This design comes from an exercise in tuning for small area and a short achievable clock period on the open sky130 flow, not from production work. In this exercise RTL edits were held to simulation tests only and were not proved equivalent to the original.

== build 37 ==
==> flow/design.v (excerpt) <==
module Subtractor(
    input clk,
    input rst,               
    input in_valid,
    input [1:0] sel,         
    input [15:0] a,
    input [15:0] b,
    output out_valid,
    output [3:0] LED,
    output [26:0] binary_out,
    output [55:0] seg
);
Settings: LEC_CHECK=0, ABC_AREA=1, CAP_MARGIN=20, CORE_MARGIN=2, CORE_UTILIZATION=60, SLEW_MARGIN=20; clock period 33.0 ns.
standard.sh (not shown) runs the stock make flow with config.mk's settings and CLKGATE_MAP_FILE= SYNTH_SCRIPT=/design/flow/synth_recipe.tcl, a recipe that flattens the netlist after the stock synthesis.
==> flow/flow/run.sh <==
#!/bin/bash
# Layout flow: the standard ORFS flow (standard.sh) with three changes:
#  - synthesis skips the generic ABC pass inside Yosys's synth (SYNTH_ARGS=-noabc), so
#    extract_fa sees the adder cells' XOR/majority logic as written;
#  - the technology-mapping ABC script (flow/abc_area.script) maps for a delay target
#    and then sizes cells for it, instead of sizing every path for minimum delay;
#  - port buffers use the small buffer given in flow/port_buffer.txt.
set -euo pipefail
W=$(pwd)
mkdir -p "$W/scripts_x"
for f in "$FLOW_HOME"/scripts/*; do ln -sfn "$f" "$W/scripts_x/"; done
rm -f "$W/scripts_x/abc_area.script"
cp "$W/flow/abc_area.script" "$W/scripts_x/abc_area.script"
PB=$(cat "$W/flow/port_buffer.txt")
bash standard.sh SCRIPTS_DIR="$W/scripts_x" SYNTH_ARGS=-noabc "BUFFER_PORTS_ARGS=-buffer_cell $PB" finish > "$W/make_finish.log" 2>&1
==> flow/flow/abc_area.script <==
strash
dch -f
map -D 5500
topo
stime -c
buffer -c
upsize -c -D 5500
dnsize -c -D 5500
==> flow/flow/port_buffer.txt <==
sky130_fd_sc_hd__buf_2
Changes in build 47 relative to build 37:
# build 37
export LEC_CHECK = 0
export ABC_AREA = 1
export CAP_MARGIN = 20
export CORE_MARGIN = 2
export CORE_UTILIZATION = 60
export SLEW_MARGIN = 20
create_clock -name core_clock -period 33.0 [get_ports {clk}]
# build 47
export LEC_CHECK = 0
export ABC_AREA = 1
export CAP_MARGIN = 20
export CORE_MARGIN = 2
export CORE_UTILIZATION = 60
export CTS_CLUSTER_DIAMETER = 100
export CTS_CLUSTER_SIZE = 30
export SLEW_MARGIN = 20
create_clock -name core_clock -period 33.0 [get_ports {clk}]
==> flow/run.sh (new file) <==
#!/bin/bash
# synth_recipe.tcl (not shown) runs the flow's synth.tcl, then flattens the netlist and writes it again
# the make line also repeats each setting of config.mk as NAME=value (left out here)
make -C /OpenROAD-flow-scripts/flow DESIGN_CONFIG=/design/flow/config.mk WORK_HOME=/design/flow/orfs CLKGATE_MAP_FILE= SYNTH_SCRIPT=/design/flow/synth_recipe.tcl finish
removed: flow/flow/run.sh
removed: flow/flow/abc_area.script
removed: flow/flow/port_buffer.txt
removed: flow/standard.sh
Results
Going from build 37 to build 47, the number of buffer and inverter stages on the critical path was found to have gone up by 8. In build 47, the post-route cell area came out 2400 um2 above the value in build 37. Relative to build 37, the share of the final layout cell area in multi-input gates of build 47 is higher by 0.27 points. Looking at synthesized area across both flows, build 47 is the weaker of the two, with build 37 ahead. Delta (build 47 minus build 37): clock network area share dropped 2.7 points, wire length reported by the detailed router shows an increase of 6700 um. Build 47 vs build 37, basic-gate share of the synthesized area counting and, or, nand and nor cells went up by 11 points. Lower final cell count among build 47 and build 37: build 37. Build 47: all stages complete, timing, DRC and antenna checks passed.
The following lists how build 49 was set up differently from build 47:
# build 47
export LEC_CHECK = 0
export ABC_AREA = 1
export CAP_MARGIN = 20
export CORE_MARGIN = 2
export CORE_UTILIZATION = 60
export CTS_CLUSTER_DIAMETER = 100
export CTS_CLUSTER_SIZE = 30
export SLEW_MARGIN = 20
create_clock -name core_clock -period 33.0 [get_ports {clk}]
# build 49
export LEC_CHECK = 0
export ABC_AREA = 1
export CAP_MARGIN = 20
export CORE_MARGIN = 2
export CORE_UTILIZATION = 60
export CTS_BUF_LIST = sky130_fd_sc_hd__clkbuf_4 sky130_fd_sc_hd__clkbuf_8
export SLEW_MARGIN = 20
create_clock -name core_clock -period 33.0 [get_ports {clk}]
==> flow/flow/run.sh (new file) <==
#!/bin/bash
# Layout flow: the standard ORFS flow (standard.sh) with three changes:
#  - synthesis skips the generic ABC pass inside Yosys's synth (SYNTH_ARGS=-noabc), so
#    extract_fa sees the adder cells' XOR/majority logic as written;
#  - the technology-mapping ABC script (flow/abc_area.script) maps for a delay target
#    and then sizes cells for it, instead of sizing every path for minimum delay;
#  - port buffers use the small buffer given in flow/port_buffer.txt.
set -euo pipefail
W=$(pwd)
mkdir -p "$W/scripts_x"
for f in "$FLOW_HOME"/scripts/*; do ln -sfn "$f" "$W/scripts_x/"; done
rm -f "$W/scripts_x/abc_area.script"
cp "$W/flow/abc_area.script" "$W/scripts_x/abc_area.script"
PB=$(cat "$W/flow/port_buffer.txt")
bash standard.sh SCRIPTS_DIR="$W/scripts_x" SYNTH_ARGS=-noabc "BUFFER_PORTS_ARGS=-buffer_cell $PB" finish > "$W/make_finish.log" 2>&1
==> flow/flow/abc_area.script (new file) <==
strash
dch -f
map -D 6500
topo
stime -c
buffer -c
upsize -c -D 6500
dnsize -c -D 6500
==> flow/flow/port_buffer.txt (new file) <==
sky130_fd_sc_hd__buf_2
==> flow/standard.sh (new file) <==
#!/bin/bash
# synth_recipe.tcl (not shown) runs the flow's synth.tcl, then flattens the netlist and writes it again
# the make line also repeats each setting of config.mk as NAME=value (left out here)
make -C /OpenROAD-flow-scripts/flow DESIGN_CONFIG=/design/flow/config.mk WORK_HOME=/design/flow/orfs CLKGATE_MAP_FILE= SYNTH_SCRIPT=/design/flow/synth_recipe.tcl "${@:-finish}"
removed: flow/run.sh
==> comparison <==
- Post-synth design cell area for build 49: about 10% down relative to build 47
- NOTE vias after detailed routing build 47->build 49 decreased by more than 10%
- Relative to build 47, the via count of the first global-routing pass measured on build 49 has decreased by more than 10%.

* * *

Starting RTL as in the previous note.
==> flow/config.mk <==
export PLATFORM = sky130hd
export DESIGN_NAME = Subtractor
export DESIGN_NICKNAME = Subtractor
export VERILOG_FILES = /design/flow/design.v
export SDC_FILE = /design/flow/constraint.sdc
export NUM_CORES = 4
export LEC_CHECK = 0
export ABC_AREA = 1
export CAP_MARGIN = 20
export CORE_MARGIN = 2
export CORE_UTILIZATION = 60
export CTS_CLUSTER_DIAMETER = 80
export CTS_CLUSTER_SIZE = 40
export SLEW_MARGIN = 20
==> flow/constraint.sdc <==
create_clock -name core_clock -period 33.0 [get_ports {clk}]
set_input_delay 6.6000 -clock core_clock [delete_from_list [all_inputs] [get_ports {clk}]]
set_output_delay 6.6000 -clock core_clock [all_outputs]
set_load 0.01 [all_outputs]
==> flow/flow/run.sh <==
#!/bin/bash
# Layout flow: the standard ORFS flow (standard.sh) with three changes:
#  - synthesis skips the generic ABC pass inside Yosys's synth (SYNTH_ARGS=-noabc), so
#    extract_fa sees the adder cells' XOR/majority logic as written;
#  - the technology-mapping ABC script (flow/abc_area.script) maps for a delay target
#    and then sizes cells for it, instead of sizing every path for minimum delay;
#  - port buffers use the small buffer given in flow/port_buffer.txt.
set -euo pipefail
W=$(pwd)
mkdir -p "$W/scripts_x"
for f in "$FLOW_HOME"/scripts/*; do ln -sfn "$f" "$W/scripts_x/"; done
rm -f "$W/scripts_x/abc_area.script"
cp "$W/flow/abc_area.script" "$W/scripts_x/abc_area.script"
PB=$(cat "$W/flow/port_buffer.txt")
bash standard.sh SCRIPTS_DIR="$W/scripts_x" SYNTH_ARGS=-noabc "BUFFER_PORTS_ARGS=-buffer_cell $PB" finish > "$W/make_finish.log" 2>&1
==> flow/flow/abc_area.script <==
strash
dch -f
map -D 5000
topo
stime -c
buffer -c
upsize -c -D 5000
dnsize -c -D 5000
==> flow/flow/port_buffer.txt <==
sky130_fd_sc_hd__buf_2
Edit:
Settings changed: CORE_UTILIZATION 60 to 70, CTS_CLUSTER_DIAMETER 80 to 100, CTS_CLUSTER_SIZE 40 to 30.
After rerunning: Via count went up by 2.1%. Design area drops by 0.67%. Clock-buffer cell count does not change. Global-route usage rises by 4.1 points. Wire length goes up by 0.32%. Hold slack loses 5.4 ps. Flip-flop and latch count stays the same. Fmax barely changes.
Edit:
Settings changed: CORE_UTILIZATION 70 to 60, CTS_CLUSTER_DIAMETER 100 to 110, CTS_CLUSTER_SIZE 30 to 36.
Effect: The changed run ran to the end with no violations. Critical path depth stays the same. Via count goes down by 1.8%. Maximum frequency is about the same. Utilization fell by 10 points. Setup slack loses 7.9 ps. Wire length barely changes. Cell area is higher by 0.47%. First-iteration DRC count came out higher by 0.39%. Clock skew came out lower by 18 ps. Register-to-register slack got worse by 100 ps.
Edit:
==> flow/flow/port_buffer.txt (replaced) <==
sky130_fd_sc_hd__buf_1
Settings changed: CTS_CLUSTER_DIAMETER 110 to 100, CTS_CLUSTER_SIZE 36 to 30.
Outcome: Synthesized cell count is unchanged. Via count is higher slightly. Clock-buffer cell count stays the same. Critical path depth stays the same. Synthesized area stays the same. Global-route usage goes down by 0.37 points. Cell area decreases slightly.

==> static timing again, ports no longer ideal <==
No port has a modelled driver above. Below, the same layouts with a new extraction and two added sets of constraints. Step 1 sets driving cells, clkbuf_16 on the clock port and buf_2 on the other inputs (assumed; they add their load-dependent delay and slew). Step 2 times the ports against the registers' clock, not the clock port: input delays grow and output delays shrink by t, the midpoint of the rising clock arrivals with the driver on. a / b / c = ideal / step 1 / step 2; a / b = the first two.
run | shift t [ns] | setup WS [ns] | worst setup path at the end | latest minus earliest clock arrival (ns) | worst register clock-pin slew, ns
build 37 | 0.564 | 25.412 / 25.359 / 25.475 | register to register | 0.012 / 0.012 | 0.06 / 0.06
build 47 | 0.538 | 24.812 / 24.812 / 24.812 | register to register | 0.038 / 0.038 | 0.11 / 0.11
build 49 | 0.584 | 25.202 / 25.202 / 25.202 | register to register | 0.027 / 0.026 | 0.07 / 0.07
the first run of note 2 | 0.522 | 25.453 / 25.402 / 25.696 | register to register | 0.036 / 0.036 | 0.11 / 0.11
the second run of note 2 | 0.519 | 25.455 / 25.406 / 25.801 | register to register | 0.033 / 0.034 | 0.11 / 0.11
the third run of note 2 | 0.528 | 25.447 / 25.395 / 25.700 | register to register | 0.017 / 0.017 | 0.12 / 0.12
the fourth run of note 2 | 0.522 | 25.425 / 25.374 / 25.678 | register to register | 0.022 / 0.023 | 0.11 / 0.11
After both steps setup and hold are still met in every run listed.
